From an optimization exercise on the open Yosys and OpenROAD flow, aimed at small area and a short achievable clock period; shortcuts taken in it are not production practice.
Only simulation tests tie the RTL to the original design; equivalence was not proved.

File: flow/design.v
module shifter #(
  parameter int AMOUNT = 1
) (
  input  logic [15:0] shift_in,
  output logic [15:0] shift_out
);
  assign shift_out = (shift_in << AMOUNT) | (shift_in >> (16 - AMOUNT));
endmodule
module round (
  input  logic [15:0] x_in, w_in, k1, k2,
  output logic [15:0] x_out, w_out
);
  logic [15:0] a1, a2, a8, x1, b1, b2, b8;
  shifter #(1) A1 (x_in, a1);
  shifter #(8) A8 (x_in, a8);
  shifter #(2) A2 (x_in, a2);
  assign x1 = (a1 & a8) ^ (a2 ^ w_in);
  shifter #(1) B1 (x1, b1);
  shifter #(8) B8 (x1, b8);
  shifter #(2) B2 (x1, b2);
  assign x_out = (b1 & b8) ^ (b2 ^ (x_in ^ k1));
  assign w_out = x1 ^ k2;
endmodule
module key_gen (
  input  logic [63:0] key_in,
  input  logic        z0, z1,
  output logic [63:0] key_out
);
  logic [15:0] p, k1, k2, k3, k4, k5, pn, c0, c1, bc0;
  logic [15:0] k2r1, k3r1, k3r3, k3r4, k3r6, k3r8, pr3, pr4, c0r3, c0r4;
  assign p  = key_in[15:0];
  assign k1 = key_in[31:16];
  assign k2 = key_in[47:32];
  assign k3 = key_in[63:48];
  assign c0 = {14'h3fff, 1'b0, z0};
  assign c1 = {14'h3fff, 1'b0, z1};
  shifter #(15) R2a (k2, k2r1);      
  shifter #(15) R3a (k3, k3r1);      
  shifter #(13) R3b (k3, k3r3);      
  shifter #(12) R3c (k3, k3r4);      
  shifter #(10) R3d (k3, k3r6);      
  shifter #(8)  R3e (k3, k3r8);      
  shifter #(13) RPa (p, pr3);        
  shifter #(12) RPb (p, pr4);        
  shifter #(13) RCa (c0, c0r3);      
  shifter #(12) RCb (c0, c0r4);      
  assign bc0 = c0r3 ^ c0r4;
  assign k4 = p ^ (k3r3 ^ k3r4) ^ c0;
  assign k5 = (k1 ^ (k2 ^ k2r1)) ^ ((pr3 ^ pr4) ^ (k3r6 ^ k3r8)) ^ bc0 ^ c1;
  assign pn = k2 ^ k3 ^ k3r1;
  assign key_out = {k5, k4, k3, pn};
endmodule
module simon32_64 (
	input  logic clk, reset,
	input  logic in_valid,
	output logic in_ready,
	input  logic [31:0] plaintext,
	input  logic [63:0] key,
	output logic out_valid,
	output logic [31:0] ciphertext
);
	localparam logic [2:0] A_FIRST = 3'b110;
	localparam logic [3:0] B_LAST  = 4'b1101;
	logic [15:0] xa, wa, xb, wb;
	logic [63:0] ka, kb;
	logic [2:0]  ca, ca_next;
	logic [3:0]  cb, cb_next;
	logic        va, free_b, last_b;
	logic [15:0] xab, wab, xba, wba;
	logic [63:0] kab, kba;
	always_comb begin
		case (ca)
			3'b110:  cb_next = 4'b1100;
			3'b100:  cb_next = 4'b1000;
			3'b000:  cb_next = 4'b1001;
			3'b010:  cb_next = 4'b0100;
			3'b011:  cb_next = 4'b1010;
			3'b001:  cb_next = 4'b0101;
			3'b111:  cb_next = 4'b0000;
			default: cb_next = 4'b1101;
		endcase
		case (cb)
			4'b1100: ca_next = 3'b100;
			4'b1000: ca_next = 3'b000;
			4'b1001: ca_next = 3'b010;
			4'b0100: ca_next = 3'b011;
			4'b1010: ca_next = 3'b001;
			4'b0101: ca_next = 3'b111;
			default: ca_next = 3'b101;
		endcase
	end
	assign last_b = (cb == B_LAST);
	round   rab (xa, wa, ka[31:16], ka[47:32], xab, wab);
	key_gen gab (ka, ca[2], ca[1], kab);
	round   rba (xb, wb, kb[31:16], kb[47:32] & {16{!last_b}}, xba, wba);
	key_gen gba (kb, cb[3], cb[2], kba);
	always_ff @(posedge clk) begin
		xb <= xab;
		wb <= wab;
		kb <= kab;
		cb <= cb_next;
		if (free_b) begin
			xa <= plaintext[31:16];
			wa <= plaintext[15:0] ^ key[15:0];
			ka <= {key[63:16], key[15:0] ^ key[31:16] ^ {key[16], key[31:17]}};
			ca <= A_FIRST;
		end else begin
			xa <= xba;
			wa <= wba;
			ka <= kba;
			ca <= ca_next;
		end
	end
	always_ff @(posedge clk) begin
		if (reset) begin
			va        <= 1'b0;
			free_b    <= 1'b1;
			out_valid <= 1'b0;
		end else begin
			va        <= free_b ? in_valid : !last_b;
			free_b    <= !va;
			out_valid <= !free_b && last_b;
		end
	end
	assign in_ready   = free_b;
	assign ciphertext = {xa, wa};
endmodule
File: flow/flow/run.sh
#!/bin/bash
# Standard layout (the standard.sh) with two changes:
#  - the port buffers are plain buffers instead of the delay cells that
#    buffer_ports picks by default;
#  - the slow cells listed in flow/dont_use.txt are added to the platform's
#    don't-use list, so that synthesis maps the XOR-heavy logic onto faster
#    two-input gates.
set -euo pipefail
export BUFFER_PORTS_ARGS="-buffer_cell sky130_fd_sc_hd__buf_2"
plat=$(make -s -C "$FLOW_HOME" DESIGN_CONFIG="$PWD/config.mk" WORK_HOME="$PWD/orfs" \
  print-DONT_USE_CELLS 2> print_dont_use.log | sed -n 's/^DONT_USE_CELLS: //p')
extra=$(grep -v '^#' flow/dont_use.txt | tr '\n' ' ')
echo "platform: $plat" > dont_use.log
echo "added: $extra" >> dont_use.log
bash standard.sh "DONT_USE_CELLS=$plat $extra" finish > standard_finish.log 2>&1
File: flow/constraint.sdc
create_clock -name core_clock -period 2.5 [get_ports {clk}]
set_input_delay 0.5000 -clock core_clock [delete_from_list [all_inputs] [get_ports {clk}]]
set_output_delay 0.5000 -clock core_clock [all_outputs]
set_load 0.01 [all_outputs]
File: flow/standard.sh
#!/bin/bash
# synth_recipe.tcl (not shown) runs the flow's synth.tcl, then flattens the netlist and writes it again
# the make line also repeats each setting of config.mk as NAME=value (left out here)
make -C /OpenROAD-flow-scripts/flow DESIGN_CONFIG=/design/flow/config.mk WORK_HOME=/design/flow/orfs CLKGATE_MAP_FILE= SYNTH_SCRIPT=/design/flow/synth_recipe.tcl "${@:-finish}"
File: flow/config.mk
export PLATFORM = sky130hd
export DESIGN_NAME = simon32_64
export DESIGN_NICKNAME = simon32_64
export VERILOG_FILES = /design/flow/design.v
export SDC_FILE = /design/flow/constraint.sdc
export NUM_CORES = 4
export LEC_CHECK = 0
export CAP_MARGIN = 20
export CORE_MARGIN = 2
export CORE_UTILIZATION = 30
export CTS_CLUSTER_DIAMETER = 100
export CTS_CLUSTER_SIZE = 25
export SETUP_SLACK_MARGIN = 0.9
export SLEW_MARGIN = 20
File: flow/flow/dont_use.txt
# slow cells kept out of synthesis and repair
sky130_fd_sc_hd__xor3_1
sky130_fd_sc_hd__xor3_2
sky130_fd_sc_hd__xor3_4
sky130_fd_sc_hd__xnor3_1
sky130_fd_sc_hd__xnor3_2
sky130_fd_sc_hd__xnor3_4
sky130_fd_sc_hd__or4_1
sky130_fd_sc_hd__or4_2
sky130_fd_sc_hd__or4_4
sky130_fd_sc_hd__nor4_1
sky130_fd_sc_hd__nor4_2
sky130_fd_sc_hd__nor4_4
sky130_fd_sc_hd__and4_1
sky130_fd_sc_hd__and4_2
sky130_fd_sc_hd__and4_4
sky130_fd_sc_hd__nand4_1
sky130_fd_sc_hd__nand4_2
sky130_fd_sc_hd__nand4_4
sky130_fd_sc_hd__or4b_1
sky130_fd_sc_hd__or4bb_1
sky130_fd_sc_hd__nor4b_1
sky130_fd_sc_hd__nor4bb_1
sky130_fd_sc_hd__or3_1
sky130_fd_sc_hd__or3b_1
sky130_fd_sc_hd__nor3_1
==> results of run 1 <==
==> metal layers <==
metal | routed length, um | up-vias
met5 | 0 | -
li1 | - | 3383
met1 | 15300 | 3379
met4 | 860 | 0
met2 | 15200 | 187
met3 | 1700 | 39
==> registers in the layout, summed over array words and instances (netlist names) <==
register and count:
ca 3, cb 4, free_b 1, ka 64, kb 64, out_valid 1, va 1, wa 16
wb 16, xa 16, xb 16
==> through the flow <==
step           worst slack [ns]  instances  instance area (um2)
2_1_floorplan             0.965       1009                10400
3_3_place_gp              0.500       1562                11500
3_5_place_dp              0.507       1562                11500
4_1_cts                   0.865       1591                12200
5_1_grt                   0.896       1592                12300
6_report                  0.899       1592                12300
==> cells in the final DEF, fill, tap and decap left out, drive strengths merged <==
cell type,count
nand3b,1
xor2,97
or2,1
dfxtp,202
ha,5
mux2i,3
nand2,102
nor2,37
o32ai,1
xnor2,411
a21oi,2
clkinv,1
nor2b,3
nand2b,3
o21bai,2
inv,6
mux2,43
buf,148
o21ai,53
a31oi,1
clkbuf,15
==> cell usage after synthesis <==
cell	instances	area, um2
a21oi_1	2	10.0
a31oi_1	1	6.26
buf_1	3	11.3
buf_2	16	80.1
clkbuf_1	18	67.6
dfxtp_1	202	4040
ha_1	5	62.6
inv_1	5	18.8
mux2_2	43	484
mux2i_1	3	30.0
nand2_1	102	383
nand2b_1	3	18.8
nand3b_1	1	7.51
nor2_1	37	139
nor2b_1	3	18.8
o21ai_0	53	265
o21bai_1	2	15.0
o32ai_1	1	8.76
or2_2	1	6.26
xnor2_1	379	3320
xnor2_2	32	521
xor2_1	97	850
==> kinds of logic (layout without fill, tap and decap cells) <==
family / after synthesis / after routing / share of synthesized area [%]
AOI/OAI and AO/OA: 59 / 59 / 2.95
and+or+nand+nor: 147 / 147 / 5.53
muxes: 46 / 46 / 4.96
adders and majority gates: 5 / 5 / 0.604
DFF: 202 / 202 / 39.0
buffers and inverters: 42 / 170 / 1.71
xor gates and xnor gates: 508 / 508 / 45.2
==> worst paths after layout <==
path                                     start           endpoint  slack (ns)  cells after the start
worst min register to register   va$_SDFF_PP0_  free_b$_SDFF_PP1_        0.39                      1
worst max-delay path             wa[7]$_DFF_P_      ciphertext[7]        0.90                      1
worst max register to register  xb[10]$_DFF_P_      xa[4]$_DFF_P_        0.92                      5
worst min-delay path                     reset      va$_SDFF_PP0_        0.18                      2
==> layout make-up <==
class,count,area [um2]
clock inverters,2,25.0
fillers,3456,22000
flip-flops and latches,202,4120
multi-input cells,765,6360
inverters,5,18.8
well taps,455,569
repair buffers,148,820
clock buffers,15,353
==> timing repair <==
item | 4_1_cts | 5_1_grt
buffers inserted | 12 | 1
gates cloned | 0 | 0
gates resized for setup | 47 | 25
setup endpoints to repair | 62 | 29
pin swaps | 3 | 4
==> results.json, run 1 <==
{
  "grt_setup_unrepaired": "true",
  "grt_use_total_pct": 18.3,
  "yosysWarnings": 1,
  "cp-end-kind": "output port",
  "viasPerCell": 4.39,
  "htree_levels": 1,
  "drtIter0Drc": 584,
  "cp-start-kind": "register",
  "tightest_slew_ns": 0.705,
  "clk_latency_ns": 0.49,
  "timing.hold.ws_ns": 0.183,
  "die_area_um2": 36100,
  "area_growth_pct": 18.3,
  "worst-path-buf-inv": 1,
  "grtUsageMet1_pct": 25.2,
  "final_nets": 1238,
  "setup-tns-final_ns": 0,
  "row_count": 68,
  "gp_congestion": 0.917,
  "die_x_um": 190,
  "critPathMaxFanout": 2,
  "max_freq_mhz": 625,
  "tritoncts": "yes",
  "antenna_cells": 0,
  "io-pin-count": 133,
  "dp_hpwl_um": 27000,
  "wl_per_cell_um": 20.8,
  "clk_pin_slew_worst_paths_ns": 0.10,
  "grtUsageMet3_pct": 2.80,
  "critPathMaxStageDelay_ns": 0.44,
  "routed_wirelength_um": 33100,
  "drt-pass1-iter-count": 5,
  "setup_viol": 0,
  "synth_cell_types": 22,
  "ctsLongestPathBuffers": 3,
  "crit_type": "register to output port",
  "cts-root-buf": "clkbuf_16",
  "antenna_found_initial": 1,
  "grt_first_pass_wirelength_um": 47600,
  "grt_most_used_layer": "met2",
  "drv_slew": 0,
  "vias": 6988,
  "cap_violations": 0,
  "min_path_type": "input pin to register",
  "ant_nets": 0,
  "crit_chain": "buf_2",
  "grt_overflow": 0,
  "start_util_pct": 30.2,
  "clock_skew_ns": 0.0205,
  "avgSynthCellArea_um2": 10.3,
  "drive_gt1_share_pct": 25.4,
  "grt_pass1_vias": 7109,
  "critPathTopFamily": "flip-flops",
  "ys_seq_area_share_pct": 39.0,
  "yosys_register_bits": 202,
  "clock_sinks": 202,
  "cts_buffers": 12,
  "period_share_pct": 64.0,
  "die_y_um": 190,
  "grt_max_degree": 61,
  "slowest_stage": "dfxtp_1",
  "drc": 0,
  "synth_area_um2": 10400,
  "synth_fp_nets": 1113,
  "numPortBuffers": 132,
  "fin_crit_ns": 1.60,
  "syn-instance-count": 1009,
  "cts_hold_buf": 0,
  "crit_arrival_ns": 1.10,
  "run_status": "timing/DRC/antenna clean",
  "slew_headroom_pct": 52.7,
  "cp_data_required_time_ns": 2.00,
  "core_area_um2": 34300,
  "final_util_pct": 35.8,
  "final-hold-violation-count": 0,
  "met2_usage_pct": 29.8
}
==> inputs of run 2 (changes only) <==
--- a/flow/config.mk
+++ b/flow/config.mk
@@ -7,7 +7,7 @@
 export LEC_CHECK = 0
 export CAP_MARGIN = 20
 export CORE_MARGIN = 2
-export CORE_UTILIZATION = 30
+export CORE_UTILIZATION = 55
 export CTS_CLUSTER_DIAMETER = 100
 export CTS_CLUSTER_SIZE = 25
 export SETUP_SLACK_MARGIN = 0.9
==> run 2 against run 1 <==
Against the previous run: still clean on timing, DRC and antenna; sequential cell count unchanged; cell count down 14%; worst hold slack worse by 0.010 ns; register-to-register slack about the same; wire length down 7.4%; die area down 45%; synthesized cell count unchanged; utilization up 28 points; first-iteration DRC count down 14%; critical endpoint is now ciphertext[14]; highest routed layer unchanged.
==> results.json, run 2 <==
{
  "run_status": "timing/DRC/antenna clean",
  "place_ws_ns": 0.776,
  "yosys_register_bits": 202,
  "drc": 0,
  "ant_nets": 0,
  "grt_first_pass_wirelength_um": 44700,
  "yosys-top-cells-area": "dfxtp_1, xnor2_1, xor2_1",
  "clock_sinks": 202,
  "timing.hold.ws_ns": 0.173,
  "yosysWarnings": 1,
  "area_growth_pct": 14.8,
  "antenna_found_initial": 0,
  "final-hold-violation-count": 0,
  "synth_area_um2": 10400,
  "routed_wirelength_um": 30600,
  "core_area_um2": 18600,
  "tightest_slew_ns": 0.693,
  "syn-instance-count": 1009,
  "async_reset_ff_share_pct": 0,
  "cts_hold_buf": 0,
  "tritoncts": "yes",
  "worst-path-buf-inv": 1,
  "final_nets": 1236,
  "yosys.area.top_type": "dfxtp_1",
  "setup_viol": 0,
  "avgSynthCellArea_um2": 10.3,
  "die_area_um2": 20000,
  "grt_overflow": 0,
  "htree_levels": 1,
  "row_count": 50,
  "cts-root-buf": "clkbuf_16",
  "drive_gt1_share_pct": 24.4,
  "dp_hpwl_um": 24600,
  "start_util_pct": 55.8,
  "synth_common_cells": "xnor2_1, dfxtp_1, nand2_1",
  "crit_arrival_ns": 1.08,
  "vias": 6986,
  "drv_slew": 0,
  "critPathMaxFanout": 2,
  "grt_use_total_pct": 31.0,
  "grt_max_degree": 84,
  "antenna_cells": 0,
  "gp_congestion": 0.895,
  "numPortBuffers": 132,
  "period_share_pct": 63.0,
  "viasPerCell": 5.11,
  "die_x_um": 141,
  "synth_top_cell_area_share_pct": 39.0,
  "synth_cell_types": 22,
  "crit_type": "register to output port",
  "cap_violations": 0,
  "clock_skew_ns": 0.0324,
  "grt_setup_unrepaired": "true",
  "critPathMaxStageDelay_ns": 0.42,
  "synth.most_common_cell": "xnor2_1",
  "fin_crit_ns": 1.58,
  "ys_seq_area_share_pct": 39.0,
  "synth_edf_count": 0,
  "slowest_stage": "dfxtp_1",
  "cts_buffers": 12,
  "slew_headroom_pct": 53.5,
  "clk_pin_slew_worst_paths_ns": 0.10,
  "critPathTopFamily": "flip-flops",
  "crit_chain": "buf_2",
  "max_freq_mhz": 635,
  "setup-tns-final_ns": 0,
  "final_cell_mix": "xnor2_1, dfxtp_1, buf_2, nand2_1, xor2_1",
  "ys.flop_type": "dfxtp_1",
  "cp-start-kind": "register",
  "clk_latency_ns": 0.49,
  "cp-end-kind": "output port",
  "synth_fp_nets": 1113,
  "layout_commonest_cell": "xnor2_1",
  "cp_data_required_time_ns": 2.00,
  "ctsLongestPathBuffers": 3,
  "io-pin-count": 133,
  "die_y_um": 141,
  "grt_pass1_vias": 6945,
  "wl_per_cell_um": 22.4,
  "fin_ws_ns": 0.925,
  "reg.largest.list": "ka: 64 flops, kb: 64 flops",
  "drtIter0Drc": 505,
  "drt-pass1-iter-count": 5,
  "min_path_type": "input pin to register"
}
==> run 2: cell families (layout without fill, tap and decap cells) <==
family / Yosys count / after routing / share of synthesized area, %
adder cells (fa/ha/maj): 5 / 5 / 0.604
buffers and inverters: 42 / 167 / 1.71
AO/OA/AOI/OAI: 59 / 59 / 2.95
flip-flops: 202 / 202 / 39.0
XOR/XNOR: 508 / 508 / 45.2
AND/OR/NAND/NOR: 147 / 147 / 5.53
multiplexers: 46 / 46 / 4.96
==> run 2: final cells by class <==
type | instances | area, um2
Timing Repair Buffer | 146 | 778
Multi-Input combinational cell | 765 | 6340
Clock inverter | 3 | 66.3
Clock buffer | 13 | 304
Inverter | 5 | 18.8
Fill cell | 1582 | 6680
Sequential cell | 202 | 4100
Tap cell | 234 | 293
==> run 2: stage by stage <==
step / cell area, um2 / util, % / cells
6_report: 11900 / 64.0 / 1368
2_1_floorplan: 10400 / - / 1009
3_5_place_dp: 11200 / 60.4 / 1345
4_1_cts: 11800 / 63.3 / 1363
5_1_grt: 11900 / 64.0 / 1368
3_3_place_gp: 11200 / 60.4 / 1345
==> run 2: worst paths after layout <==
path	startpoint	end	slack, ns	depth (start not counted)
setup reg to reg	xb[1]$_DFF_P_	xa[11]$_DFF_P_	0.93	5
hold / removal	reset	va$_SDFF_PP0_	0.17	2
hold reg to reg	va$_SDFF_PP0_	free_b$_SDFF_PP1_	0.39	1
setup / recovery	wa[14]$_DFF_P_	ciphertext[14]	0.92	1
==> run 2: per-layer routing <==
layer,GRT usage [%],up-vias,share of wire [%]
met5,0,-,0
met4,10.7,0,3.7
met3,5.03,51,6.4
met2,49.5,251,45
met1,42.6,3312,45
li1,-,3372,-
==> run 2: repair_timing <==
item / in CTS / in global routing
setup endpoints to repair: 45 / 22
pin swaps: 2 / 7
resized for setup: 37 / 21
setup buffers: 2 / 5
==> inputs of run 3 (changes only) <==
--- a/flow/flow/run.sh
+++ b/flow/flow/run.sh
@@ -7,6 +7,7 @@
 #    two-input gates.
 set -euo pipefail
 export BUFFER_PORTS_ARGS="-buffer_cell sky130_fd_sc_hd__buf_2"
+export CTS_ARGS="-repair_clock_nets"
 plat=$(make -s -C "$FLOW_HOME" DESIGN_CONFIG="$PWD/config.mk" WORK_HOME="$PWD/orfs" \
   print-DONT_USE_CELLS 2> print_dont_use.log | sed -n 's/^DONT_USE_CELLS: //p')
 extra=$(grep -v '^#' flow/dont_use.txt | tr '\n' ' ')
--- a/flow/config.mk
+++ b/flow/config.mk
@@ -7,7 +7,7 @@
 export LEC_CHECK = 0
 export CAP_MARGIN = 20
 export CORE_MARGIN = 2
-export CORE_UTILIZATION = 55
+export CORE_UTILIZATION = 40
 export CTS_CLUSTER_DIAMETER = 100
 export CTS_CLUSTER_SIZE = 25
 export SETUP_SLACK_MARGIN = 0.9
==> run 3 against run 2 <==
Against the previous run: worst setup slack improved by 0.014 ns; worst hold slack improved by 0.068 ns; wire length rose by 3.9%; critical endpoint is now ciphertext[28]; die area rose by 36%; clock skew fell by 0.021 ns; critical path type unchanged; sequential share of layout area fell by 1.3 points; cell count rose by 8.3%; utilization fell by 15 points; area after synthesis did not move; still clean.
==> results.json, run 3 <==
{
  "final_cell_mix": "xnor2_1, dfxtp_1, buf_2, nand2_1, xor2_1",
  "final-hold-violation-count": 0,
  "setup-tns-final_ns": 0,
  "gp_congestion": 0.926,
  "routed_wirelength_um": 31800,
  "tritoncts": "yes",
  "drv_slew": 0,
  "ys.flop_type": "dfxtp_1",
  "max_freq_mhz": 640,
  "n_fill_cell": 2332,
  "grt_max_degree": 39,
  "cp-start-kind": "register",
  "vias": 6967,
  "grt_overflow": 0,
  "yosys_register_bits": 202,
  "grt_use_total_pct": 24.0,
  "row_count": 58,
  "slowest_stage": "dfxtp_2",
  "io-pin-count": 133,
  "clock_skew_ns": 0.0112,
  "start_util_pct": 40.9,
  "synth_common_cells": "xnor2_1, dfxtp_1, nand2_1",
  "drc": 0,
  "fin_crit_ns": 1.56,
  "period_share_pct": 62.5,
  "final_util_pct": 48.6,
  "htree_levels": 4,
  "drtIter0Drc": 505,
  "reg.largest.list": "ka: 64 flops, kb: 64 flops",
  "antenna_found_initial": 2,
  "cts_buffers": 17,
  "synth_fp_nets": 1113,
  "ys_seq_area_share_pct": 39.0,
  "drt-pass1-iter-count": 5,
  "slew_headroom_pct": 55.8,
  "ant_nets": 0,
  "crit_chain": "buf_2",
  "cts-root-buf": "clkbuf_16",
  "avgSynthCellArea_um2": 10.3,
  "ff_latch_area_um2": 4080,
  "critPathMaxFanout": 5,
  "run_status": "timing/DRC/antenna clean",
  "worst-path-buf-inv": 1,
  "ctsLongestPathBuffers": 2,
  "area_growth_pct": 18.7,
  "critPathMaxStageDelay_ns": 0.45,
  "clk_pin_slew_worst_paths_ns": 0.07,
  "viasPerCell": 4.70,
  "layout_commonest_cell": "xnor2_1",
  "die_y_um": 165,
  "final_nets": 1243,
  "crit_arrival_ns": 1.06,
  "critPathLaunch": "xa[12]$_DFF_P_",
  "grt_first_pass_wirelength_um": 45500,
  "die_area_um2": 27200,
  "yosysWarnings": 1,
  "cp-end-kind": "output port",
  "cp_data_required_time_ns": 2.00,
  "synth_cell_types": 22,
  "critPathTopFamily": "flip-flops",
  "antenna_cells": 0,
  "r2r_setup_slack_ns": 0.96,
  "grt_pass1_vias": 6941,
  "grt_setup_unrepaired": "true",
  "clk_latency_ns": 0.44,
  "async_reset_ff_share_pct": 0,
  "synth_top_cell_area_share_pct": 39.0,
  "wl_per_cell_um": 21.5,
  "synth.most_common_cell": "xnor2_1",
  "min_from": "reset",
  "synth_area_um2": 10400,
  "numPortBuffers": 132,
  "tightest_slew_ns": 0.659,
  "dp_hpwl_um": 25800,
  "die_x_um": 165,
  "min_path_type": "input pin to register",
  "multiInputGateArea_um2": 6350,
  "drive_gt1_share_pct": 25.5,
  "synth_edf_count": 0,
  "crit_type": "register to output port",
  "yosys.area.top_type": "dfxtp_1",
  "syn-instance-count": 1009,
  "yosys-top-cells-area": "dfxtp_1, xnor2_1, xor2_1",
  "clock_sinks": 202,
  "cap_violations": 0,
  "reg2reg_from": "xb[10]$_DFF_P_",
  "core_area_um2": 25300,
  "setup_viol": 0
}
[run 3: logic make-up after synthesis]
kind of cell	synth area share, %
compound gates	2.95
fa+ha+maj	0.604
buf+inv	1.71
flops	39.0
simple gates	5.53
xor+xnor	45.2
mux	4.96
[run 3: final timing paths]
path | end | cells past startpoint
worst min register to register | free_b$_SDFF_PP1_ | 1
worst max-delay path | ciphertext[28] | 1
worst max register to register | xa[4]$_DFF_P_ | 5
worst min-delay path | va$_SDFF_PP0_ | 2
[run 3: repair_timing]
action                     CTS  global route
setup endpoints to repair   48            22
hold buffers                 0             0
resized for setup           29            22
buffers inserted             3             5
pin swaps                    0             4
[run 3: stage by stage]
| stage | setup slack [ns] | instances | hold slack (ns) | instance area [um2] |
|---|---|---|---|---|
| finish | 0.938 | 1482 | 0.242 | 12300 |
| global placement | 0.591 | 1442 | 0.362 | 11400 |
| global route | 0.887 | 1482 | 0.240 | 12300 |
| detailed placement | 0.634 | 1442 | 0.370 | 11400 |
| floorplan | 0.965 | 1009 | 0.326 | 10400 |
| CTS | 0.750 | 1477 | 0.227 | 12100 |
[run 3: layout make-up]
cell class	count	area share (%)
Multi-Input combinational cell	765	51.6
Sequential cell	202	33.2
Timing Repair Buffer	148	6.90
Clock buffer	18	3.49
Tap cell	330	3.36
Clock inverter	14	1.28
Inverter	5	0.153
[run 3: layer usage]
| layer | track usage [%] | up-vias | share of wire (%) |
|---|---|---|---|
| met5 | 0 | - | 0 |
| met4 | 8.10 | 0 | 2.8 |
| met3 | 4.09 | 42 | 5.7 |
| met2 | 39.3 | 209 | 47 |
| met1 | 32.0 | 3313 | 45 |
| li1 | - | 3403 | - |
==> inputs of run 4 (changes only) <==
--- a/flow/flow/run.sh
+++ b/flow/flow/run.sh
@@ -7,7 +7,6 @@
 #    two-input gates.
 set -euo pipefail
 export BUFFER_PORTS_ARGS="-buffer_cell sky130_fd_sc_hd__buf_2"
-export CTS_ARGS="-repair_clock_nets"
 plat=$(make -s -C "$FLOW_HOME" DESIGN_CONFIG="$PWD/config.mk" WORK_HOME="$PWD/orfs" \
   print-DONT_USE_CELLS 2> print_dont_use.log | sed -n 's/^DONT_USE_CELLS: //p')
 extra=$(grep -v '^#' flow/dont_use.txt | tr '\n' ' ')
==> run 4 against run 3 <==
Against the previous run: global-route usage decreased by 0.42 points; fmax shrank 0.62%; critical endpoint is now ciphertext[24]; clock skew grew 0.013 ns; register-to-register slack about the same; sequential cell count unchanged; area after synthesis did not move; sequential share of layout area rose by 0.74 points; non-clock buffer count increased by 2; worst hold slack got worse by 0.046 ns; wire length hardly changed.
==> results.json, run 4 <==
{
  "cp-start-kind": "register",
  "synth_fp_nets": 1113,
  "start_util_pct": 40.9,
  "ys_seq_area_share_pct": 39.0,
  "reg2reg_from": "xb[8]$_DFF_P_",
  "grt_pass1_vias": 6890,
  "crit_chain": "buf_2",
  "antenna_found_initial": 1,
  "final_util_pct": 47.8,
  "critPathLaunch": "xa[8]$_DFF_P_",
  "ant_nets": 0,
  "synth_top_cell_area_share_pct": 39.0,
  "synth-simple-area-share_pct": 5.53,
  "row_count": 58,
  "antenna_cells": 0,
  "synth.most_common_cell": "xnor2_1",
  "ff_latch_area_um2": 4110,
  "yosys-top-cells-area": "dfxtp_1, xnor2_1, xor2_1",
  "cap_violations": 0,
  "area_growth_pct": 16.8,
  "crit_type": "register to output port",
  "run_status": "timing/DRC/antenna clean",
  "setup-tns-final_ns": 0,
  "async_reset_ff_share_pct": 0,
  "grt_max_degree": 39,
  "n_fill_cell": 2353,
  "synth_edf_count": 0,
  "synth_area_um2": 10400,
  "cp_data_required_time_ns": 2.00,
  "grt_first_pass_wirelength_um": 45400,
  "drive_gt1_share_pct": 24.8,
  "place_ws_ns": 0.634,
  "synth_adder_area_share_pct": 0.604,
  "clock_skew_ns": 0.0247,
  "period_share_pct": 62.9,
  "clock_sinks": 202,
  "critPathMaxFanout": 5,
  "wl_per_cell_um": 21.7,
  "synth_top_family_by_area": "XOR/XNOR gates",
  "avgSynthCellArea_um2": 10.3,
  "grt_overflow": 0,
  "tritoncts": "yes",
  "fin_ws_ns": 0.928,
  "min_path_type": "input pin to register",
  "ctsLongestPathBuffers": 3,
  "io-pin-count": 133,
  "cts-root-buf": "clkbuf_16",
  "max_freq_mhz": 636,
  "multiInputGateArea_um2": 6330,
  "die_y_um": 165,
  "die_x_um": 165,
  "dp_hpwl_um": 25800,
  "final-hold-violation-count": 0,
  "muxShareOfSynthArea_pct": 4.96,
  "die_area_um2": 27200,
  "grt_use_total_pct": 23.6,
  "synth-compound-area-share_pct": 2.95,
  "slew_headroom_pct": 55.4,
  "worst-path-buf-inv": 1,
  "ys.flop_type": "dfxtp_1",
  "synth_cell_types": 22,
  "vias": 6924,
  "cts_buffers": 12,
  "reg.largest.list": "ka: 64 flops, kb: 64 flops",
  "synth_common_cells": "xnor2_1, dfxtp_1, nand2_1",
  "gp_congestion": 0.926,
  "grt_setup_unrepaired": "true",
  "numPortBuffers": 132,
  "core_area_um2": 25300,
  "cp-end-kind": "output port",
  "synth_xor_area_share_pct": 45.2,
  "drtIter0Drc": 526,
  "min_from": "reset",
  "drv_slew": 0,
  "drt-pass1-iter-count": 5,
  "clk_latency_ns": 0.49,
  "crit_arrival_ns": 1.07,
  "routed_wirelength_um": 31800,
  "viasPerCell": 4.72,
  "syn-instance-count": 1009,
  "critPathMaxStageDelay_ns": 0.43,
  "slowest_stage": "dfxtp_2",
  "yosysWarnings": 1,
  "layout_commonest_cell": "xnor2_1",
  "htree_levels": 1,
  "setup_viol": 0,
  "yosys.area.top_type": "dfxtp_1",
  "tightest_slew_ns": 0.665,
  "clk_pin_slew_worst_paths_ns": 0.11,
  "fin_crit_ns": 1.57,
  "drc": 0,
  "final_cell_mix": "xnor2_1, dfxtp_1, buf_2, nand2_1, xor2_1",
  "final_nets": 1240,
  "critPathTopFamily": "flip-flops",
  "cts_hold_buf": 0,
  "yosys_register_bits": 202
}
run 4: path summary, 6_finish.rpt:
path	endpoint	slack, ns	cells after the start
worst max-delay path	ciphertext[24]	0.93	1
worst min-delay path	va$_SDFF_PP0_	0.20	2
worst max register to register	xa[2]$_DFF_P_	0.95	5
worst min register to register	free_b$_SDFF_PP1_	0.39	1
run 4: timing repair:
action | in CTS | in global routing
resized for setup | 37 | 22
setup endpoints to repair | 51 | 22
pin swaps | 0 | 4
setup buffers | 6 | 4
gates cloned | 0 | 0
run 4: cells by family (layout without fill, tap and decap cells):
group           count (synthesis)  count (layout)
compound gates                 59              59
xor+xnor                      508             508
fa+ha+maj                       5               5
buf+inv                        42             171
flops                         202             202
mux                            46              46
simple gates                  147             147
run 4: metal layers:
layer	routed length [um]	up-vias	track usage [%]
met5	0	-	0
met4	943	0	7.39
met3	1880	41	3.54
met2	14700	217	38.6
met1	14400	3281	32.0
li1	-	3385	-
run 4: layout make-up:
cell class | count | area share [%]
clock inverter | 2 | 0.227
sequential | 202 | 33.9
multi-input combinational | 765 | 52.3
inverter | 5 | 0.155
clock buffer | 14 | 2.80
timing repair buffer | 150 | 7.20
tap | 330 | 3.41
run 4: through the flow:
step | instances | area [um2] | hold slack (ns)
after floorplan | 1009 | 10400 | 0.326
after global placement | 1442 | 11400 | 0.362
after detailed placement | 1442 | 11400 | 0.370
after CTS | 1464 | 12000 | 0.187
after global routing | 1468 | 12100 | 0.195
final | 1468 | 12100 | 0.196
==> inputs of run 5 (changes only) <==
--- a/flow/flow/run.sh
+++ b/flow/flow/run.sh
@@ -7,6 +7,7 @@
 #    two-input gates.
 set -euo pipefail
 export BUFFER_PORTS_ARGS="-buffer_cell sky130_fd_sc_hd__buf_2"
+export CTS_ARGS="-repair_clock_nets -buf_list sky130_fd_sc_hd__clkbuf_8 -root_buf sky130_fd_sc_hd__clkbuf_16"
 plat=$(make -s -C "$FLOW_HOME" DESIGN_CONFIG="$PWD/config.mk" WORK_HOME="$PWD/orfs" \
   print-DONT_USE_CELLS 2> print_dont_use.log | sed -n 's/^DONT_USE_CELLS: //p')
 extra=$(grep -v '^#' flow/dont_use.txt | tr '\n' ' ')
==> run 5 against run 4 <==
Against the previous run: still clean; die area unchanged; area after synthesis stayed put; worst hold slack better by 0.078 ns; via count rose by 0.43%; fmax rose by 1.2%; global-route usage up 0.33 points; critical endpoint is now ciphertext[27].
==> results.json, run 5 <==
{
  "grt_use_total_pct": 23.9,
  "grt_pass1_vias": 6929,
  "drtIter0Drc": 531,
  "gp_congestion": 0.926,
  "yosys-top-cells-area": "dfxtp_1, xnor2_1, xor2_1",
  "final-hold-violation-count": 0,
  "cp-start-kind": "register",
  "period_share_pct": 62.1,
  "grt_first_pass_wirelength_um": 45400,
  "slew_headroom_pct": 58.8,
  "layout_commonest_cell": "xnor2_1",
  "core_area_um2": 25300,
  "cp-end-kind": "output port",
  "reg.largest.list": "ka: 64 flops, kb: 64 flops",
  "htree_levels": 4,
  "yosys_register_bits": 202,
  "crit_path_end": "ciphertext[27]",
  "io-pin-count": 133,
  "r2r-end": "xa[4]$_DFF_P_",
  "drv_slew": 0,
  "fin_crit_ns": 1.55,
  "area_growth_pct": 17.0,
  "antenna_found_initial": 1,
  "numPortBuffers": 132,
  "final_area_um2": 12100,
  "cap_violations": 0,
  "tightest_slew_ns": 0.614,
  "antenna_cells": 0,
  "yosys.area.top_type": "dfxtp_1",
  "avgSynthCellArea_um2": 10.3,
  "crit_chain": "buf_6, buf_2",
  "timing.hold.ws_ns": 0.274,
  "max_freq_mhz": 644,
  "ys.flop_type": "dfxtp_1",
  "ys_seq_area_share_pct": 39.0,
  "row_count": 58,
  "die_x_um": 165,
  "final_nets": 1243,
  "drive_gt1_share_pct": 25.6,
  "yosysWarnings": 1,
  "dp_hpwl_um": 25800,
  "ant_nets": 0,
  "vias": 6954,
  "viasPerCell": 4.69,
  "synth.most_common_cell": "xnor2_1",
  "routed_wirelength_um": 31700,
  "clock_skew_ns": 0.0177,
  "min_path_type": "input pin to register",
  "ff_latch_area_um2": 4080,
  "crit_arrival_ns": 1.05,
  "drt-pass1-iter-count": 5,
  "wl_per_cell_um": 21.4,
  "clk_latency_ns": 0.41,
  "fin_ws_ns": 0.947,
  "place_area_um2": 11400,
  "cts_buffers": 17,
  "synth_edf_count": 0,
  "multiInputGateArea_um2": 6360,
  "grt_overflow": 0,
  "clk_pin_slew_worst_paths_ns": 0.11,
  "die_area_um2": 27200,
  "synth_cell_types": 22,
  "place_ws_ns": 0.634,
  "setup-tns-final_ns": 0,
  "grt_max_degree": 39,
  "critPathLaunch": "xa[11]$_DFF_P_",
  "cp_data_required_time_ns": 2.00,
  "clock_sinks": 202,
  "r2r_setup_slack_ns": 0.96,
  "drc": 0,
  "setup_viol": 0,
  "critPathMaxFanout": 4,
  "slowest_stage": "dfxtp_1",
  "final_cell_mix": "xnor2_1, dfxtp_1, buf_2, nand2_1, xor2_1",
  "cts-root-buf": "clkbuf_16",
  "synth_top_cell_area_share_pct": 39.0,
  "crit_type": "register to output port",
  "cts_hold_buf": 0,
  "die_y_um": 165,
  "synth_common_cells": "xnor2_1, dfxtp_1, nand2_1",
  "n_fill_cell": 2357,
  "worstRegToRegCells": 5,
  "synth_fp_nets": 1113,
  "async_reset_ff_share_pct": 0,
  "critPathMaxStageDelay_ns": 0.36,
  "syn-instance-count": 1009,
  "start_util_pct": 40.9,
  "synth_area_um2": 10400,
  "ctsLongestPathBuffers": 2,
  "reg2reg_from": "xb[10]$_DFF_P_",
  "run_status": "timing/DRC/antenna clean",
  "grt_setup_unrepaired": "true",
  "tritoncts": "yes"
}
-- run 5: cell count changes in the layout (fill, tap and decap cells not counted), moves of 3 or more --
| cell | previous run | this run |
|---|---|---|
| inv_6 | 0 | 5 |
| clkinv_4 | 0 | 3 |
| dfxtp_4 | 10 | 2 |
| clkbuf_8 | 1 | 16 |
| clkbuf_16 | 13 | 1 |
| dfxtp_1 | 173 | 176 |
| dfxtp_2 | 19 | 24 |
-- run 5: stage by stage --
step | cells | util (%)
detailed placement | 1442 | 44.9
global placement | 1442 | 44.9
CTS | 1477 | 47.2
global route | 1482 | 47.9
floorplan | 1009 | -
finish | 1482 | 47.9
-- run 5: layer usage --
layer / track usage [%] / wire (um) / vias to the layer above
met5: 0 / 0 / -
met4: 8.22 / 913 / 0
met3: 4.82 / 1790 / 39
met2: 38.8 / 14700 / 209
met1: 31.7 / 14300 / 3303
li1: - / - / 3403
-- run 5: how the worst min path moves through the flow --
| stage | startpoint | to | slack [ns] | cells after the start |
|---|---|---|---|---|
| global route | reset | va$_SDFF_PP0_ | 0.27 | 2 |
| global placement | va$_SDFF_PP0_ | free_b$_SDFF_PP1_ | 0.36 | 1 |
| CTS | reset | va$_SDFF_PP0_ | 0.26 | 2 |
| finish | reset | va$_SDFF_PP0_ | 0.27 | 2 |
| detailed placement | va$_SDFF_PP0_ | free_b$_SDFF_PP1_ | 0.37 | 1 |
| floorplan | ka[53]$_DFF_P_ | kb[21]$_DFF_P_ | 0.33 | 0 |
-- run 5: timing repair --
item	in CTS	in global routing
pin swaps	0	6
gates resized for setup	23	28
cloned	0	0
setup endpoints to repair	44	30
hold endpoints to repair	0	0
setup buffers	3	5
-- run 5: layout make-up --
cell class / count / area share, %
multi-input combinational: 765 / 52.4
sequential: 202 / 33.7
timing repair buffer: 148 / 7.01
tap: 330 / 3.40
clock buffer: 17 / 2.02
clock inverter: 15 / 1.33
inverter: 5 / 0.155
-- run 5: cells by family (layout without fill, tap and decap cells) --
family                     after synthesis  in the layout  synth area share, %
adders and majority gates                5              5                0.604
muxes                                   46             46                 4.96
xor gates and xnor gates               508            508                 45.2
buffers and inverters                   42            185                 1.71
AOI/OAI and AO/OA                       59             59                 2.95
DFF                                    202            202                 39.0
and+or+nand+nor                        147            147                 5.53
-- run 5: worst max-delay path, delay by kind of cell, from the launching register on --
family	cells	cell delay, ns
buf+inv	2	0.29
flops	1	0.36
==> inputs of run 6 (changes only) <==
--- a/flow/design.v
+++ b/flow/design.v
@@ -65,7 +65,7 @@
 	logic [63:0] ka, kb;
 	logic [2:0]  ca, ca_next;
 	logic [3:0]  cb, cb_next;
-	logic        va, free_b, last_b;
+	logic        va, free_b, busy_b, last_b;
 	logic [15:0] xab, wab, xba, wba;
 	logic [63:0] kab, kba;
 	always_comb begin
@@ -99,7 +99,7 @@
 		wb <= wab;
 		kb <= kab;
 		cb <= cb_next;
-		if (free_b) begin
+		if (!busy_b) begin
 			xa <= plaintext[31:16];
 			wa <= plaintext[15:0] ^ key[15:0];
 			ka <= {key[63:16], key[15:0] ^ key[31:16] ^ {key[16], key[31:17]}};
@@ -115,10 +115,12 @@
 		if (reset) begin
 			va        <= 1'b0;
 			free_b    <= 1'b1;
+			busy_b    <= 1'b0;
 			out_valid <= 1'b0;
 		end else begin
 			va        <= free_b ? in_valid : !last_b;
 			free_b    <= !va;
+			busy_b    <= va;
 			out_valid <= !free_b && last_b;
 		end
 	end
==> run 6 against run 5 <==
Against the previous run: still clean; fmax shrank 4.0%; worst hold slack worse by 0.0035 ns; sequential share of layout area increased by 0.85 points; worst setup slack worse by 0.065 ns; global-route usage up 1.0 points; register-to-register slack worse by 0.08 ns; via count rose by 3.9%; cell area decreased by 2.1%; critical endpoint is now wa[10]$_DFF_P_.
==> results.json, run 6 <==
{
  "grt_first_pass_wirelength_um": 46900,
  "layout.cells.non_filler": 1504,
  "async_reset_ff_share_pct": 0,
  "setup_viol": 0,
  "ff_latch_area_um2": 4100,
  "cap_violations": 0,
  "synth_common_cells": "xnor2_1, dfxtp_1, xor2_1",
  "drtIter0Drc": 491,
  "yosys-top-cells-area": "dfxtp_1, xnor2_1, xor2_1",
  "antenna_found_initial": 0,
  "timing.hold.ws_ns": 0.270,
  "yosys.area.top_type": "dfxtp_1",
  "run_status": "timing/DRC/antenna clean",
  "critPathMaxStageDelay_ns": 0.48,
  "numPortBuffers": 132,
  "layout_commonest_cell": "xnor2_1",
  "ys.flop_type": "dfxtp_1",
  "drc": 0,
  "core_area_um2": 25000,
  "cts-root-buf": "clkbuf_16",
  "final_nets": 1264,
  "period_share_pct": 64.7,
  "final-hold-violation-count": 0,
  "ys_seq_area_share_pct": 40.3,
  "clock_skew_ns": 0.0125,
  "start_util_pct": 40.4,
  "dp.cells": 1468,
  "min_path_type": "input pin to register",
  "clk_pin_slew_worst_paths_ns": 0.11,
  "yosys_register_bits": 203,
  "ctsLongestPathBuffers": 2,
  "viasPerCell": 4.80,
  "tritoncts": "yes",
  "gp_congestion": 0.951,
  "ant_nets": 0,
  "row_count": 58,
  "drive_gt1_share_pct": 21.1,
  "synth_area_um2": 10100,
  "cp-start-kind": "register",
  "final_area_um2": 11900,
  "die_x_um": 163,
  "max_freq_mhz": 618,
  "io-pin-count": 133,
  "synth_top_cell_area_share_pct": 40.3,
  "place_area_um2": 11100,
  "crit_type": "register to register",
  "synth_cell_types": 20,
  "synth_edf_count": 0,
  "tightest_slew_ns": 0.730,
  "slowest_stage": "dfxtp_1",
  "setup-tns-final_ns": 0,
  "vias": 7222,
  "grt_setup_unrepaired": "true",
  "cp_data_required_time_ns": 2.77,
  "wl_per_cell_um": 21.5,
  "grt_pass1_vias": 7187,
  "n_fill_cell": 2433,
  "dp_hpwl_um": 26400,
  "drt-pass1-iter-count": 5,
  "syn-instance-count": 1037,
  "critPathTopFamily": "flip-flops",
  "critPathMaxFanout": 4,
  "die_y_um": 163,
  "fin_crit_ns": 1.62,
  "routed_wirelength_um": 32400,
  "reg.largest.list": "ka: 64 flops, kb: 64 flops",
  "cp-end-kind": "register",
  "cts_buffers": 17,
  "critPathMostFrequentCell": "xor2_1",
  "multiInputGateArea_um2": 6140,
  "htree_levels": 4,
  "synth_fp_nets": 1141,
  "crit_arrival_ns": 1.89,
  "worst-path-buf-inv": 1,
  "crit_chain": "xor2_1, xnor2_1, buf_4, xor2_1, a21oi_1",
  "slew_headroom_pct": 51.0,
  "grt_use_total_pct": 25.0,
  "drv_slew": 0,
  "area_growth_pct": 17.7,
  "grt_overflow": 0,
  "clk_latency_ns": 0.41,
  "synth.most_common_cell": "xnor2_1",
  "grt_max_degree": 77,
  "clock_sinks": 203,
  "avgSynthCellArea_um2": 9.72,
  "die_area_um2": 26500,
  "yosysWarnings": 1,
  "final_cell_mix": "xnor2_1, dfxtp_1, xor2_1, buf_2, nand2_1"
}
==> run 6: cell count changes after synthesis, sizes merged, moves of 3 or more <==
cell / before / now
a21oi: 2 / 62
clkbuf: 18 / 21
mux2: 43 / 20
nand2: 102 / 83
nor2: 37 / 81
o21ai: 53 / 20
xnor2: 411 / 360
xor2: 97 / 148
==> run 6: layout make-up <==
class | instances | area share, %
repair buffers | 143 | 6.47
multi-input cells | 790 | 51.7
well taps | 330 | 3.48
clock buffers | 18 | 2.18
flip-flops and latches | 203 | 34.5
inverters | 5 | 0.158
clock inverters | 14 | 1.47
diodes | 1 | 0.0211
==> run 6: cells by family (layout without fill, tap and decap cells) <==
kind of cell / count (synthesis) / count (layout) / share of synthesized area (%)
xor+xnor: 508 / 508 / 44.1
flops: 203 / 203 / 40.3
other cells: 0 / 1 / 0
simple gates: 172 / 172 / 6.61
fa+ha+maj: 5 / 5 / 0.620
buf+inv: 44 / 180 / 1.79
compound gates: 84 / 84 / 4.22
mux: 21 / 21 / 2.33
==> run 6: per-layer routing <==
layer  GRT usage (%)  vias up  part of all wire [%]
met5               0        -                     0
met4            10.1        0                   3.7
met3            4.30       63                   5.6
met2            39.8      253                    46
met1            33.5     3454                    45
li1                -     3452                     -
==> run 6: metrics by stage <==
stage	setup WS, ns	util, %
after detailed placement	0.612	44.4
final	0.883	47.5
after global routing	0.863	47.5
after global placement	0.537	44.4
after CTS	0.844	46.9
after floorplan	1.17	-
==> run 6: path summary, 6_finish.rpt <==
| kind | start | to | slack (ns) | depth (start not counted) |
|---|---|---|---|---|
| min | reset | busy_b$_SDFF_PP0_ | 0.27 | 2 |
| min reg2reg | ka[62]$_DFF_P_ | kb[30]$_DFF_P_ | 0.47 | 0 |
| max reg2reg | xb[8]$_DFF_P_ | wa[10]$_DFF_P_ | 0.88 | 5 |
| max | xb[8]$_DFF_P_ | wa[10]$_DFF_P_ | 0.88 | 5 |
==> run 6: repair_timing <==
item	CTS	global route
setup buffers	2	1
endpoints found under the setup margin	47	26
pin swaps	4	2
hold buffers	0	0
gates resized for setup	31	26
==> inputs of run 7 (changes only) <==
--- a/flow/config.mk
+++ b/flow/config.mk
@@ -10,5 +10,5 @@
 export CORE_UTILIZATION = 40
 export CTS_CLUSTER_DIAMETER = 100
 export CTS_CLUSTER_SIZE = 25
-export SETUP_SLACK_MARGIN = 0.9
+export SETUP_SLACK_MARGIN = 1.0
 export SLEW_MARGIN = 20
==> run 7 against run 6 <==
Against the previous run: highest routed layer unchanged; wire length is 0.35% higher; non-clock buffer count up 15; cell area grew 3.1%; critical path type unchanged; still clean on timing, DRC and antenna.
==> results.json, run 7 <==
{
  "synth_top_family_by_area": "XOR/XNOR gates",
  "muxShareOfSynthArea_pct": 2.33,
  "layout_commonest_cell": "xnor2_1",
  "final_nets": 1279,
  "grt_use_total_pct": 25.0,
  "crit_chain": "xor2_1, xnor2_2, xnor2_1, xnor2_1, a21oi_1",
  "row_count": 58,
  "min_from": "reset",
  "dp.cells": 1468,
  "run_status": "timing/DRC/antenna clean",
  "yosysWarnings": 1,
  "ctsLongestPathBuffers": 2,
  "drc": 0,
  "cts-root-buf": "clkbuf_16",
  "antenna_found_initial": 0,
  "slew_headroom_pct": 50.1,
  "slowest_stage": "dfxtp_2",
  "synth-simple-area-share_pct": 6.61,
  "tightest_slew_ns": 0.743,
  "die_x_um": 163,
  "reg2reg_from": "xb[2]$_DFF_P_",
  "ys.flop_type": "dfxtp_1",
  "grt_max_degree": 77,
  "cts_hold_buf": 0,
  "avgSynthCellArea_um2": 9.72,
  "min_path_type": "input pin to register",
  "synth_adder_area_share_pct": 0.620,
  "place_ws_ns": 0.612,
  "critPathMaxStageDelay_ns": 0.41,
  "critPathLaunch": "xb[2]$_DFF_P_",
  "cp_data_required_time_ns": 2.78,
  "wl_per_cell_um": 21.4,
  "fin_crit_ns": 1.49,
  "yosys_register_bits": 203,
  "layout.cells.non_filler": 1519,
  "crit_type": "register to register",
  "period_share_pct": 59.5,
  "grt_setup_unrepaired": "true",
  "gp_congestion": 0.951,
  "cts_buffers": 17,
  "critPathMostFrequentCell": "xnor2_1",
  "fin_ws_ns": 1.01,
  "io-pin-count": 133,
  "clock_skew_ns": 0.0134,
  "synth_xor_area_share_pct": 44.1,
  "clk_pin_slew_worst_paths_ns": 0.11,
  "vias": 7270,
  "htree_levels": 4,
  "syn-instance-count": 1037,
  "drv_slew": 0,
  "clk_latency_ns": 0.41,
  "async_reset_ff_share_pct": 0,
  "synth_fp_nets": 1141,
  "final_util_pct": 49.0,
  "critPathMaxFanout": 4,
  "cp-end-kind": "register",
  "max_freq_mhz": 672,
  "yosys-top-cells-area": "dfxtp_1, xnor2_1, xor2_1",
  "ys_seq_area_share_pct": 40.3,
  "die_area_um2": 26500,
  "r2r_setup_slack_ns": 1.01,
  "tritoncts": "yes",
  "yosys.area.top_type": "dfxtp_1",
  "synth_cell_types": 20,
  "cp-start-kind": "register",
  "numPortBuffers": 132,
  "reg.largest.list": "ka: 64 flops, kb: 64 flops",
  "synth-compound-area-share_pct": 4.22,
  "dp_hpwl_um": 26400,
  "viasPerCell": 4.79,
  "die_y_um": 163,
  "drive_gt1_share_pct": 25.1,
  "cap_violations": 0,
  "synth_top_cell_area_share_pct": 40.3,
  "core_area_um2": 25000,
  "synth_area_um2": 10100,
  "area_growth_pct": 21.4,
  "synth_common_cells": "xnor2_1, dfxtp_1, xor2_1",
  "grt_overflow": 0,
  "grt_first_pass_wirelength_um": 47000,
  "setup-tns-final_ns": 0,
  "start_util_pct": 40.4,
  "synth.most_common_cell": "xnor2_1",
  "drtIter0Drc": 514,
  "final-hold-violation-count": 0,
  "crit_arrival_ns": 1.77,
  "drt-pass1-iter-count": 5,
  "synth_edf_count": 0,
  "setup_viol": 0,
  "routed_wirelength_um": 32500,
  "ant_nets": 0,
  "grt_pass1_vias": 7259,
  "final_cell_mix": "xnor2_1, dfxtp_1, xor2_1, buf_2, nand2_1",
  "clock_sinks": 203
}
## run 7: final cells by class
class                   count  area (um2)
diodes                      1        2.50
clock inverters            14         174
repair buffers            158         910
inverters                   5        18.8
well taps                 330         413
flip-flops and latches    203        4160
clock buffers              18         259
fillers                  2392       12700
multi-input cells         790        6300
## run 7: cell families (layout without fill, tap and decap cells)
group	after synthesis	after routing
compound gates	84	84
mux	21	21
fa+ha+maj	5	5
flops	203	203
simple gates	172	172
other cells	0	1
xor+xnor	508	508
buf+inv	44	195
## run 7: routing by layer
| metal | share of wire (%) | GRT usage [%] | vias to the layer above |
|---|---|---|---|
| li1 | - | - | 3484 |
| met1 | 44 | 33.7 | 3458 |
| met2 | 46 | 39.8 | 269 |
| met3 | 6.1 | 4.30 | 59 |
| met4 | 3.7 | 10.3 | 0 |
| met5 | 0 | 0 | - |
## run 7: worst max-delay path, delay by kind of cell, from the launching register on
| kind | cells | cell delay (ns) |
|---|---|---|
| AO/OA/AOI/OAI | 1 | 0.08 |
| XOR/XNOR | 4 | 0.88 |
| flip-flops | 1 | 0.41 |
## run 7: final timing paths
path / depth (start not counted) / endpoint
setup reg to reg: 5 / xa[6]$_DFF_P_
setup / recovery: 5 / xa[6]$_DFF_P_
hold / removal: 2 / busy_b$_SDFF_PP0_
hold reg to reg: 0 / kb[30]$_DFF_P_
## run 7: per-stage QoR
stage	area, um2	hold slack [ns]
6_report	12200	0.273
5_1_grt	12200	0.259
4_1_cts	12000	0.259
3_5_place_dp	11100	0.442
3_3_place_gp	11100	0.442
2_1_floorplan	10100	0.326
## run 7: timing repair
action                                  CTS  global route
endpoints found under the setup margin   72            45
setup buffers                             8            10
pin swaps                                 6             9
resized for setup                        78            36
cloned                                    0             0
==> inputs of run 8 (changes only) <==
--- a/flow/config.mk
+++ b/flow/config.mk
@@ -10,5 +10,5 @@
 export CORE_UTILIZATION = 40
 export CTS_CLUSTER_DIAMETER = 100
 export CTS_CLUSTER_SIZE = 25
-export SETUP_SLACK_MARGIN = 1.0
+export SETUP_SLACK_MARGIN = 0.95
 export SLEW_MARGIN = 20
==> run 8 against run 7 <==
Against the previous run: area after synthesis is the same; sequential share of layout area grew 0.47 points; utilization shrank 1.1 points; global-route usage shrank 0.079 points; worst setup slack lost 0.058 ns; worst hold slack gained 0.0026 ns; cell area shrank 2.2%; wire length shrank 0.26%; register-to-register slack lost 0.06 ns; critical path depth shrank 1; non-clock buffer count shrank 12; critical path type unchanged.
==> results.json, run 8 <==
{
  "syn-instance-count": 1037,
  "slew_headroom_pct": 51.0,
  "critPathMaxStageDelay_ns": 0.47,
  "ys.flop_type": "dfxtp_1",
  "min_path_type": "input pin to register",
  "row_count": 58,
  "routed_wirelength_um": 32400,
  "synth_common_cells": "xnor2_1, dfxtp_1, xor2_1",
  "grt_setup_unrepaired": "true",
  "crit_chain": "xnor2_1, xor2_1, xnor2_1, a21oi_1",
  "setup_viol": 0,
  "critPathLaunch": "kb[51]$_DFF_P_",
  "whs_endpoint": "busy_b$_SDFF_PP0_",
  "ctsLongestPathBuffers": 2,
  "final_nets": 1267,
  "clock_sinks": 203,
  "drt-pass1-iter-count": 8,
  "synth_top_cell_area_share_pct": 40.3,
  "drc": 0,
  "synth_fp_nets": 1141,
  "die_y_um": 163,
  "clock_skew_ns": 0.0150,
  "htree_levels": 4,
  "crit_arrival_ns": 1.83,
  "grt_max_degree": 77,
  "fin_crit_ns": 1.55,
  "async_reset_ff_share_pct": 0,
  "run_status": "timing/DRC/antenna clean",
  "final_cell_mix": "xnor2_1, dfxtp_1, xor2_1, buf_2, nand2_1",
  "numPortBuffers": 132,
  "grt_overflow": 0,
  "antenna_cells": 0,
  "drive_gt1_share_pct": 22.7,
  "grt_first_pass_wirelength_um": 46900,
  "r2r_setup_slack_ns": 0.95,
  "io-pin-count": 133,
  "ant_nets": 0,
  "cts_buffers": 17,
  "reg2reg_from": "kb[51]$_DFF_P_",
  "cts-root-buf": "clkbuf_16",
  "synth_area_um2": 10100,
  "grt_pass1_vias": 7220,
  "max_freq_mhz": 647,
  "layout_commonest_cell": "xnor2_1",
  "n_fill_cell": 2419,
  "r2r-end": "ka[59]$_DFF_P_",
  "cap_violations": 0,
  "area_growth_pct": 18.7,
  "cts_hold_buf": 0,
  "vias": 7247,
  "critPathMostFrequentCell": "xnor2_1",
  "final-hold-violation-count": 0,
  "clk_latency_ns": 0.41,
  "core_area_um2": 25000,
  "die_x_um": 163,
  "grt_use_total_pct": 25.0,
  "cp_data_required_time_ns": 2.78,
  "multiInputGateArea_um2": 6180,
  "dp_hpwl_um": 26400,
  "clk_pin_slew_worst_paths_ns": 0.11,
  "period_share_pct": 61.8,
  "ys_seq_area_share_pct": 40.3,
  "critPathMaxFanout": 5,
  "worstRegToRegCells": 4,
  "tightest_slew_ns": 0.729,
  "wl_per_cell_um": 21.5,
  "drv_slew": 0,
  "yosys-top-cells-area": "dfxtp_1, xnor2_1, xor2_1",
  "synth_edf_count": 0,
  "yosys_register_bits": 203,
  "avgSynthCellArea_um2": 9.72,
  "yosys.area.top_type": "dfxtp_1",
  "synth.most_common_cell": "xnor2_1",
  "ff_latch_area_um2": 4120,
  "reg.largest.list": "ka: 64 flops, kb: 64 flops",
  "slowest_stage": "xnor2_1",
  "crit_type": "register to register",
  "min_from": "reset",
  "worst-path-buf-inv": 0,
  "yosysWarnings": 1,
  "viasPerCell": 4.81,
  "whs_path_depth": 2,
  "drtIter0Drc": 501,
  "gp_congestion": 0.951,
  "cp-end-kind": "register",
  "antenna_found_initial": 0,
  "cp-start-kind": "register",
  "setup-tns-final_ns": 0,
  "synth_cell_types": 20,
  "tritoncts": "yes",
  "start_util_pct": 40.4,
  "die_area_um2": 26500,
  "critPathTopFamily": "XOR/XNOR gates"
}
## run 8: what timing repair did
action / 4_1_cts / 5_1_grt
endpoints found under the setup margin: 61 / 29
buffers inserted: 4 / 2
pin swaps: 3 / 4
resized for setup: 51 / 29
## run 8: routing by layer
layer | track usage, % | wire, um
met5 | 0 | 0
met4 | 10.1 | 1200
met3 | 4.13 | 1890
met2 | 39.8 | 14900
met1 | 33.7 | 14400
## run 8: final cells by class
cell class	count	share of cell area, %
Tap cell	330	3.45
Clock buffer	18	2.16
Inverter	5	0.157
Multi-Input combinational cell	790	51.6
Clock inverter	14	1.45
Sequential cell	203	34.4
Timing Repair Buffer	146	6.71
## run 8: worst max-delay path by stage
stage          slack [ns]              to  depth (start not counted)
2_1_floorplan        1.17  wa[12]$_DFF_P_                          6
3_5_place_dp         0.61  xa[15]$_DFF_P_                          5
3_3_place_gp         0.54  xa[15]$_DFF_P_                          5
5_1_grt              0.90  xa[15]$_DFF_P_                          6
4_1_cts              0.88  xa[15]$_DFF_P_                          5
6_report             0.95  ka[59]$_DFF_P_                          4
## run 8: kinds of logic after synthesis
kind of cell / count (synthesis) / synth area share (%)
AO/OA/AOI/OAI: 84 / 4.22
XOR/XNOR: 508 / 44.1
adder cells (fa/ha/maj): 5 / 0.620
buffers and inverters: 44 / 1.79
flip-flops: 203 / 40.3
multiplexers: 21 / 2.33
AND/OR/NAND/NOR: 172 / 6.61
## run 8: through the flow
stage | hold WS [ns] | util [%] | worst slack (ns) | area (um2) | instances
after global placement | 0.442 | 44.4 | 0.537 | 11100 | 1468
after CTS | 0.259 | 47.3 | 0.884 | 11800 | 1504
after floorplan | 0.326 | - | 1.17 | 10100 | 1037
after detailed placement | 0.442 | 44.4 | 0.612 | 11100 | 1468
after global routing | 0.259 | 48.0 | 0.905 | 12000 | 1506
final | 0.276 | 48.0 | 0.954 | 12000 | 1506

-- afterwards: timing with drivers on the ports --
In the flow no input, the clock included, has a driving cell. The finished layouts below were timed again as built, in two steps. Step 1 (the two cells are an assumption about what drives the block):
set clk [get_ports {clk}]
set_driving_cell -lib_cell sky130_fd_sc_hd__clkbuf_16 $clk
set_driving_cell -lib_cell sky130_fd_sc_hd__buf_2 [delete_from_list [all_inputs] $clk]
Step 2, shift: input delay + t, output delay - t, t = (earliest + latest rising clock arrival at the registers) / 2. This alone moves slack from input paths to output paths. a / b / c = ideal / step 1 / step 2; a / b = the first two.
run	t (ns)	slack for setup (ns)	worst register clock-pin slew, ns	worst slew at a driven data input, ns	pins driven straight from the clock port
run 1	0.527	0.899 / 0.851 / 0.920	0.11 / 0.11	0.05	1
run 2	0.524	0.925 / 0.879 / 0.927	0.11 / 0.11	0.05	1
run 3	0.485	0.938 / 0.890 / 0.959	0.08 / 0.08	0.04	1
run 4	0.524	0.928 / 0.879 / 0.948	0.11 / 0.11	0.04	1
run 5	0.446	0.947 / 0.899 / 0.959	0.12 / 0.12	0.05	1
run 6	0.448	0.883 / 0.883 / 0.883	0.11 / 0.11	0.04	1
run 7	0.443	1.012 / 0.983 / 1.012	0.11 / 0.11	0.04	1
run 8	0.444	0.954 / 0.947 / 0.954	0.11 / 0.11	0.04	1
After both steps every run listed still meets setup and hold.
